This design comes from an exercise in tuning for small area on the open sky130 flow, not from production work. Only simulation tests tie the RTL to the original design; equivalence was not proved. The clock input has no modelled driver; a real chip could not lean on it and would need a root buffer or a full tree. Power is estimated from default activity; no workload was simulated.

v6:
==> flow/design.v <==
module vg75
(
    input               clock,
    input               reset_n,
    output reg          r,
    output              g,
    output              b,
    output              hs,
    output              vs,
    input      [15:0]   cpu_address,
    input      [ 7:0]   cpu_out,
    input               cpu_we,
    input               cpu_rd,
    output     [15:0]   address,
    output reg [10:0]   font_address,
    input       [7:0]   in,
    input       [7:0]   font_in
);
assign g = r;
assign b = r;
reg  [ 2:0] ph;          
reg  [ 7:0] hc;          
reg  [ 3:0] ln;          
reg  [ 5:0] vr;          
reg  [ 4:0] frame;       
reg         flash;
reg  [ 5:0] mask;        
reg         loaded;      
reg         display;
reg         ld;          
reg         ld_row;      
reg  [ 6:0] cursor_x;
reg  [ 5:0] cursor_y;
wire p0 = ~ph[2] & ~ph[0];
wire p1 = ~ph[1] &  ph[0];
wire p5 =  ph[2] & ~ph[1];
wire xmax  = ~hc[7] & hc[6] & hc[5] & hc[4] & p5;        
wire vlast =  vr[5] & ~vr[4] & vr[2];                    
wire ymax  = vlast & ln[1] & ln[0];                      
wire lnmax = ln[3] & ln[0];                              
assign hs = hc[7] | ~(hc[6] & hc[5]) | (hc[4:0] == 5'd0 & ~p0);   
assign vs = vlast & ln[1];                                         
wire text  = ~vr[5] & ~(vr[4] & vr[3] & vr[2] & vr[1]);   
wire hpos  = ~hc[7] & (~hc[6] | ~hc[5] & ~hc[4]);          
wire h80   = hc == 8'd80;
wire hin   = hpos | h80;                                   
wire hm1   = hc[7] & (hc[4:0] == 5'b11111);                
wire ln0   = ln == 4'd0;
wire match = (cursor_x == hc[6:0]) & (cursor_y == vr);
wire       first = hc[7] & ln0;                            
wire [4:0] row   = text & ~(first & vr == 0) ? vr[4:0] : 5'd30;
wire [2:0] colh  = ~text ? 3'd0 : hin ? hc[6:4] : first ? 3'd0 : 3'd5;
wire [3:0] coll  = text & hin ? hc[3:0] : 4'd0;
wire [8:0] ahi   = 9'h06A + row * 5 + colh;
assign address = loaded ? {3'b111, ahi, coll} : 16'h0000;
always @(posedge clock) begin
    ph <= reset_n == 0 || xmax ? 3'b110 : {ph[1:0], ~ph[2]};
    if (reset_n == 0 || xmax)
        hc <= 8'd235;
    else if (p0)
        hc <= hc + 1;
    if (reset_n == 0) begin
        ln <= 5;
        vr <= 6'd55;
    end else if (xmax) begin
        if (ymax) begin
            ln <= 5;
            vr <= 6'd55;
        end else if (lnmax) begin
            ln <= 0;
            vr <= vr + 1;
        end else
            ln <= ln + 1;
    end
    if (reset_n == 0) begin
        frame <= 0;
        flash <= 0;
    end else if (xmax && ymax) begin
        frame <= (frame == 29) ? 0 : frame + 1;
        if (frame == 29) flash <= ~flash;
    end
    if (reset_n == 0)
        loaded <= 0;
    else if (text && hm1 && p0)
        loaded <= 1;
    if (reset_n == 0)
        font_address <= 0;
    else if (text && hin && p1)
        font_address <= {in, ln[2:0]};
    if (text && hpos && p5)
        mask <= ln[3] ? {6{match & flash}} : font_in[5:0];
    else
        mask <= {mask[4:0], 1'b0};
    r <= reset_n & display & mask[5] & ~hc[7];
    if (reset_n == 0) begin
        display  <= 1;
        ld       <= 0;
        cursor_x <= 0;
        cursor_y <= 0;
    end else if (cpu_we) begin
        if (cpu_address == 16'hC001) begin
            if (cpu_out[7:5] == 3'b001) begin
                ld      <= 0;
                display <= |cpu_out[4:0];
            end
            if (cpu_out == 8'h80) begin
                ld     <= 1;
                ld_row <= 0;
            end
        end else if (cpu_address == 16'hC000 && ld) begin
            ld_row <= ~ld_row;
            if (ld_row) cursor_y <= cpu_out[5:0];
            else        cursor_x <= cpu_out[6:0];
        end
    end
end
endmodule
clock: 10.0 ns
lec_check: 0
cap_margin: 20
core_margin: 2
core_utilization: 40
slew_margin: 20
standard.sh (not shown) runs the stock make flow with config.mk's settings and CLKGATE_MAP_FILE= SYNTH_SCRIPT=/design/flow/synth_recipe.tcl, a recipe that flattens the netlist after the stock synthesis.
==> flow/flow/run.sh <==
#!/bin/bash
# Layout flow:
#  1. the standard synthesis (standard.sh synth);
#  2. its combinational logic re-mapped for area by Yosys/ABC (flow/reopt.tcl),
#     flip-flops untouched, and the result proven equivalent to the standard
#     netlist (flow/eqv.tcl); if anything fails the standard netlist is kept;
#  3. the standard layout, with buf_1 port buffers and a clock tree of a few
#     clock buffers, each driving a k-means group of flip-flops (flow/cts_hook.tcl).
set -euo pipefail
W=$PWD
RES=$W/orfs/results/$FLOW_PLATFORM/vg75/base
export FLOW_CTS_K=${FLOW_CTS_K:-4}
export FLOW_CTS_BUF=${FLOW_CTS_BUF:-sky130_fd_sc_hd__clkbuf_16}
export REOPT_LIB=$FLOW_HOME/platforms/sky130hd/lib/sky130_fd_sc_hd__tt_025C_1v80.lib
export REOPT_DONT_USE="sky130_fd_sc_hd__probe_p_8 sky130_fd_sc_hd__probec_p_8 sky130_fd_sc_hd__lpflow_bleeder_1 sky130_fd_sc_hd__lpflow_clkbufkapwr_1 sky130_fd_sc_hd__lpflow_clkbufkapwr_16 sky130_fd_sc_hd__lpflow_clkbufkapwr_2 sky130_fd_sc_hd__lpflow_clkbufkapwr_4 sky130_fd_sc_hd__lpflow_clkbufkapwr_8 sky130_fd_sc_hd__lpflow_clkinvkapwr_1 sky130_fd_sc_hd__lpflow_clkinvkapwr_16 sky130_fd_sc_hd__lpflow_clkinvkapwr_2 sky130_fd_sc_hd__lpflow_clkinvkapwr_4 sky130_fd_sc_hd__lpflow_clkinvkapwr_8 sky130_fd_sc_hd__lpflow_decapkapwr_12 sky130_fd_sc_hd__lpflow_decapkapwr_3 sky130_fd_sc_hd__lpflow_decapkapwr_4 sky130_fd_sc_hd__lpflow_decapkapwr_6 sky130_fd_sc_hd__lpflow_decapkapwr_8 sky130_fd_sc_hd__lpflow_inputiso0n_1 sky130_fd_sc_hd__lpflow_inputiso0p_1 sky130_fd_sc_hd__lpflow_inputiso1n_1 sky130_fd_sc_hd__lpflow_inputiso1p_1 sky130_fd_sc_hd__lpflow_inputisolatch_1 sky130_fd_sc_hd__lpflow_isobufsrc_1 sky130_fd_sc_hd__lpflow_isobufsrc_16 sky130_fd_sc_hd__lpflow_isobufsrc_2 sky130_fd_sc_hd__lpflow_isobufsrc_4 sky130_fd_sc_hd__lpflow_isobufsrc_8 sky130_fd_sc_hd__lpflow_isobufsrckapwr_16 sky130_fd_sc_hd__lpflow_lsbuf_lh_hl_isowell_tap_1 sky130_fd_sc_hd__lpflow_lsbuf_lh_hl_isowell_tap_2 sky130_fd_sc_hd__lpflow_lsbuf_lh_hl_isowell_tap_4 sky130_fd_sc_hd__lpflow_lsbuf_lh_isowell_4 sky130_fd_sc_hd__lpflow_lsbuf_lh_isowell_tap_1 sky130_fd_sc_hd__lpflow_lsbuf_lh_isowell_tap_2 sky130_fd_sc_hd__lpflow_lsbuf_lh_isowell_tap_4"

bash standard.sh synth > synth.log 2>&1

mkdir -p reopt
cp $RES/1_2_yosys.v reopt/standard.v
if REOPT_IN=$W/reopt/standard.v REOPT_OUT=$W/reopt/remapped.v REOPT_STAT=$W/reopt/stat.txt \
     REOPT_ABC=$W/flow/abc_area.script yosys -c flow/reopt.tcl > reopt.log 2>&1 \
   && python3 flow/cut.py reopt/standard.v reopt/standard_cut.v \
   && python3 flow/cut.py reopt/remapped.v reopt/remapped_cut.v \
   && EQV_GOLD=$W/reopt/standard_cut.v EQV_GATE=$W/reopt/remapped_cut.v \
        yosys -c flow/eqv.tcl > eqv.log 2>&1; then
  echo "using the re-mapped netlist" > reopt/choice.txt
  cp reopt/remapped.v $RES/1_2_yosys.v
  rm -f $RES/1_synth.odb $RES/1_synth.sdc
else
  echo "re-mapping failed; using the standard netlist" > reopt/choice.txt
fi

bash standard.sh \
  "BUFFER_PORTS_ARGS=-buffer_cell sky130_fd_sc_hd__buf_1" \
  "PRE_CTS_TCL=$W/flow/cts_hook.tcl" \
  finish > layout.log 2>&1
==> flow/flow/eqv.tcl <==
# Prove the re-mapped netlist equivalent to the standard one: both have their
# flip-flops cut into ports (flow/cut.py), then a SAT miter over the logic.
yosys -import
read_liberty -ignore_miss_func $::env(REOPT_LIB)
read_verilog $::env(EQV_GOLD)
yosys rename $::env(FLOW_TOP) gold
read_verilog $::env(EQV_GATE)
yosys rename $::env(FLOW_TOP) gate
hierarchy -check
flatten
opt_clean
miter -equiv -flatten -make_assert gold gate miter
hierarchy -top miter
sat -verify -prove-asserts miter
Other scripts of this flow, unchanged in this note and not shown: flow/flow/abc_area.script, flow/flow/cts_hook.tcl, flow/flow/cut.py, flow/flow/reopt.tcl
--- input diff v6..v7 ---
-- flow/flow/eqv.tcl --
<<< v6, line 4
read_liberty -ignore_miss_func $::env(REOPT_LIB)
read_verilog $::env(EQV_GOLD)
yosys rename $::env(FLOW_TOP) gold
read_verilog $::env(EQV_GATE)
yosys rename $::env(FLOW_TOP) gate
hierarchy -check
flatten
>>> v7, line 4
read_liberty -ignore_miss_func $::env(REOPT_LIB)
read_verilog $::env(EQV_GOLD)
rename $::env(FLOW_TOP) gold
read_verilog $::env(EQV_GATE)
rename $::env(FLOW_TOP) gate
hierarchy -check
flatten
## What came out
| maximum vdd drop | v7 vs v6 | about 7% lower |
Final area: v7 worse than v6
Re clock skew: v6 and v7 aren't equal, and the lower value belongs to v6.
v7 — inverter count of the layout excluding clock inverters 65% lower, v6 as reference
Higher final cell count was reported by v7, not v6.
Against v6 as the reference, v7 delivers a higher arrival time at the worst endpoint.
Taking v6 as the reference point, the synthesized cell count of v7 rises by 20%.
As of v7, row count had risen by more than 10% compared to v6.
Measured against each other, v6 and v7 differ in die footprint, the higher figure coming from v7.
v6 finished all stages; the layout is clean.
v7 was carried through to the last stage, and its layout satisfied the timing, design-rule and antenna checks.
Maximum operating frequency (higher): v6
Relative to v6, the power measured on v7 has increased slightly.
No run of this note takes its clock network from TritonCTS; it comes from the design's own scripts or RTL.

---

== pine ==
Another version of the RTL of vg75 (not shown whole).
Size in the first run: about 350 cells after synthesis, about 76 I/O pins, roughly 2700 um^2 of cells after synthesis.
clock: 10.0 ns
lec_check: 0
cap_margin: 20
core_margin: 2
core_utilization: 70
slew_margin: 20
==> flow/flow/run.sh <==
#!/bin/bash
# Layout flow:
#  1. the standard synthesis (standard.sh synth);
#  2. its combinational logic re-mapped for area by Yosys/ABC (flow/reopt.tcl),
#     flip-flops untouched, and the result proven equivalent to the standard
#     netlist (flow/eqv.tcl); if anything fails the standard netlist is kept;
#  3. the standard layout, with buf_1 port buffers and a clock tree of a few
#     buffers, each driving a k-means group of flip-flops (flow/cts_hook.tcl),
#     sized by trying a few on the placed design (flow/cts_pick.tcl).
set -euo pipefail
W=$PWD
RES=$W/orfs/results/$FLOW_PLATFORM/vg75/base
export REOPT_LIB=$FLOW_HOME/platforms/sky130hd/lib/sky130_fd_sc_hd__tt_025C_1v80.lib
export REOPT_DONT_USE="sky130_fd_sc_hd__probe_p_8 sky130_fd_sc_hd__probec_p_8 sky130_fd_sc_hd__lpflow_bleeder_1 sky130_fd_sc_hd__lpflow_clkbufkapwr_1 sky130_fd_sc_hd__lpflow_clkbufkapwr_16 sky130_fd_sc_hd__lpflow_clkbufkapwr_2 sky130_fd_sc_hd__lpflow_clkbufkapwr_4 sky130_fd_sc_hd__lpflow_clkbufkapwr_8 sky130_fd_sc_hd__lpflow_clkinvkapwr_1 sky130_fd_sc_hd__lpflow_clkinvkapwr_16 sky130_fd_sc_hd__lpflow_clkinvkapwr_2 sky130_fd_sc_hd__lpflow_clkinvkapwr_4 sky130_fd_sc_hd__lpflow_clkinvkapwr_8 sky130_fd_sc_hd__lpflow_decapkapwr_12 sky130_fd_sc_hd__lpflow_decapkapwr_3 sky130_fd_sc_hd__lpflow_decapkapwr_4 sky130_fd_sc_hd__lpflow_decapkapwr_6 sky130_fd_sc_hd__lpflow_decapkapwr_8 sky130_fd_sc_hd__lpflow_inputiso0n_1 sky130_fd_sc_hd__lpflow_inputiso0p_1 sky130_fd_sc_hd__lpflow_inputiso1n_1 sky130_fd_sc_hd__lpflow_inputiso1p_1 sky130_fd_sc_hd__lpflow_inputisolatch_1 sky130_fd_sc_hd__lpflow_isobufsrc_1 sky130_fd_sc_hd__lpflow_isobufsrc_16 sky130_fd_sc_hd__lpflow_isobufsrc_2 sky130_fd_sc_hd__lpflow_isobufsrc_4 sky130_fd_sc_hd__lpflow_isobufsrc_8 sky130_fd_sc_hd__lpflow_isobufsrckapwr_16 sky130_fd_sc_hd__lpflow_lsbuf_lh_hl_isowell_tap_1 sky130_fd_sc_hd__lpflow_lsbuf_lh_hl_isowell_tap_2 sky130_fd_sc_hd__lpflow_lsbuf_lh_hl_isowell_tap_4 sky130_fd_sc_hd__lpflow_lsbuf_lh_isowell_4 sky130_fd_sc_hd__lpflow_lsbuf_lh_isowell_tap_1 sky130_fd_sc_hd__lpflow_lsbuf_lh_isowell_tap_2 sky130_fd_sc_hd__lpflow_lsbuf_lh_isowell_tap_4"

bash standard.sh synth > synth.log 2>&1

mkdir -p reopt
cp $RES/1_2_yosys.v reopt/standard.v
python3 flow/cut.py reopt/standard.v reopt/standard_cut.v
# Rounds of ABC runs with different random seeds, in parallel; each round
# starts from the best netlist so far. Only netlists proven equivalent to the
# standard one are kept.
remap() {
  local r=$1 s=$2 in=$3
  local n=r${r}_s$s
  sed "s/SEED/$((s + 4 * r))/" flow/abc_area.script.in > reopt/abc_$n.script
  REOPT_IN=$in REOPT_OUT=$W/reopt/remapped_$n.v REOPT_STAT=$W/reopt/stat_$n.txt \
    REOPT_ABC=$W/reopt/abc_$n.script yosys -c flow/reopt.tcl > reopt_$n.log 2>&1 \
  && python3 flow/cut.py reopt/remapped_$n.v reopt/remapped_${n}_cut.v \
  && EQV_GOLD=$W/reopt/standard_cut.v EQV_GATE=$W/reopt/remapped_${n}_cut.v \
       yosys -c flow/eqv.tcl > eqv_$n.log 2>&1 \
  && echo "$(awk '/Chip area/ {print $NF}' reopt/stat_$n.txt) $n" >> reopt/proven.txt
}
: > reopt/proven.txt
best_in=$W/reopt/standard.v
for r in 0 1 2 3 4; do
  for s in 0 1 2 3; do remap $r $s $best_in & done
  wait
  if [[ -s reopt/proven.txt ]]; then
    best=$(sort -g reopt/proven.txt | head -1 | awk '{print $2}')
    best_in=$W/reopt/remapped_$best.v
  fi
done
if [[ -s reopt/proven.txt ]]; then
  echo "using the re-mapped netlist $best" > reopt/choice.txt
  cp reopt/remapped_$best.v $RES/1_2_yosys.v
  rm -f $RES/1_synth.odb $RES/1_synth.sdc
else
  echo "re-mapping failed; using the standard netlist" > reopt/choice.txt
fi

MAKEARGS=("BUFFER_PORTS_ARGS=-buffer_cell sky130_fd_sc_hd__buf_1" "PRE_CTS_TCL=$W/flow/cts_hook.tcl")
bash standard.sh "${MAKEARGS[@]}" place > place.log 2>&1

# Clock tree: the smallest of these (leaf count, leaf buffer, root buffer)
# whose estimated clock-pin slew after placement is under 100 ps.
: > cts_pick.log
picked=""
for cfg in "4 buf_6 -" "4 clkbuf_8 -" "4 buf_8 -" "5 buf_6 buf_2" "5 buf_6 buf_4" "8 buf_4 buf_2" "6 buf_6 buf_2" "4 buf_12 -" "4 clkbuf_16 -" "6 buf_12 buf_4" "8 clkbuf_16 buf_8"; do
  set -- $cfg
  root=""; [[ $3 != - ]] && root=sky130_fd_sc_hd__$3
  slew=$(FLOW_CTS_K=$1 FLOW_CTS_BUF=sky130_fd_sc_hd__$2 FLOW_CTS_ROOT=$root PICK_RES=$RES PICK_FLOW=$W/flow \
         openroad -no_init -exit flow/cts_pick.tcl 2>&1 | tee -a cts_pick.log | awk '/^PICK_SLEW/ {print $2}' || true)
  echo "config $cfg: slew $slew" >> cts_pick.log
  if [[ -n $slew ]] && awk -v s=$slew 'BEGIN {exit !(s < 0.100)}'; then
    picked=$cfg; break
  fi
done
[[ -z $picked ]] && picked="8 clkbuf_16 buf_8"
echo "picked $picked" >> cts_pick.log
set -- $picked
export FLOW_CTS_K=$1 FLOW_CTS_BUF=sky130_fd_sc_hd__$2
export FLOW_CTS_ROOT=""; [[ $3 != - ]] && FLOW_CTS_ROOT=sky130_fd_sc_hd__$3

bash standard.sh "${MAKEARGS[@]}" finish > layout.log 2>&1
Other scripts of this flow, unchanged in this note and not shown: flow/flow/abc_area.script.in, flow/flow/cts_hook.tcl, flow/flow/cts_pick.tcl, flow/flow/cut.py, flow/flow/eqv.tcl, flow/flow/reopt.tcl
Relative to pine, the following input files were edited for maple:
- swapping 70 for 80 in CORE_UTILIZATION
-- flow/flow/run.sh --
<<< pine, line 59
picked=""
for cfg in "4 buf_6 -" "4 clkbuf_8 -" "4 buf_8 -" "5 buf_6 buf_2" "5 buf_6 buf_4" "8 buf_4 buf_2" "6 buf_6 buf_2" "4 buf_12 -" "4 clkbuf_16 -" "6 buf_12 buf_4" "8 clkbuf_16 buf_8"; do
  set -- $cfg
>>> maple, line 59
picked=""
for cfg in "4 buf_6 -" "4 clkbuf_8 -" "4 buf_8 -" "6 buf_6 buf_2" "4 buf_12 -" "4 clkbuf_16 -" "6 buf_12 buf_4" "8 clkbuf_16 buf_8"; do
  set -- $cfg
==> summary.txt <==
- maple failed in global placement with GPL-0301.
- Reported for maple and pine, synthesized cell count turned out identical to the last digit.
- Diff pine..maple | I/O pin count | unchanged
- Chip height, maple vs pine: down by a few percent
- Die width (maple vs. pine) decreases by a few percent
- Relative to pine, the number of placement rows measured on maple has decreased by a few percent.
- Comparing pine with maple, the summed instance area of the synthesized netlist came out essentially unchanged.
- Effective utilization at floorplan in maple vs pine: up 9.0 points
In pine the design's own scripts or RTL, not TritonCTS, make the clock network.

==> re-timing with driven ports <==
Ports are ideal in the flow. The routed layouts listed here were re-timed in OpenROAD. Step 1 assumes that a clkbuf_16 drives the clock port and a buf_2 every other input. Step 2 also shifts input and output timing later by t, the mid clock arrival at the registers, as if the neighbouring blocks saw the same clock. Three values: ideal, step 1, step 2; two values: the first two.
| run | t (ns) | setup slack, ns | worst setup path at the end |
|---|---|---|---|
| v6 | 0.211 | 4.733 / 4.658 / 4.869 | register to output |
| v7 | 0.210 | 3.710 / 3.636 / 3.845 | register to output |
| pine | 0.416 | 4.000 / 3.977 / 4.393 | register to output |
After both steps setup and hold are still met in every run listed.
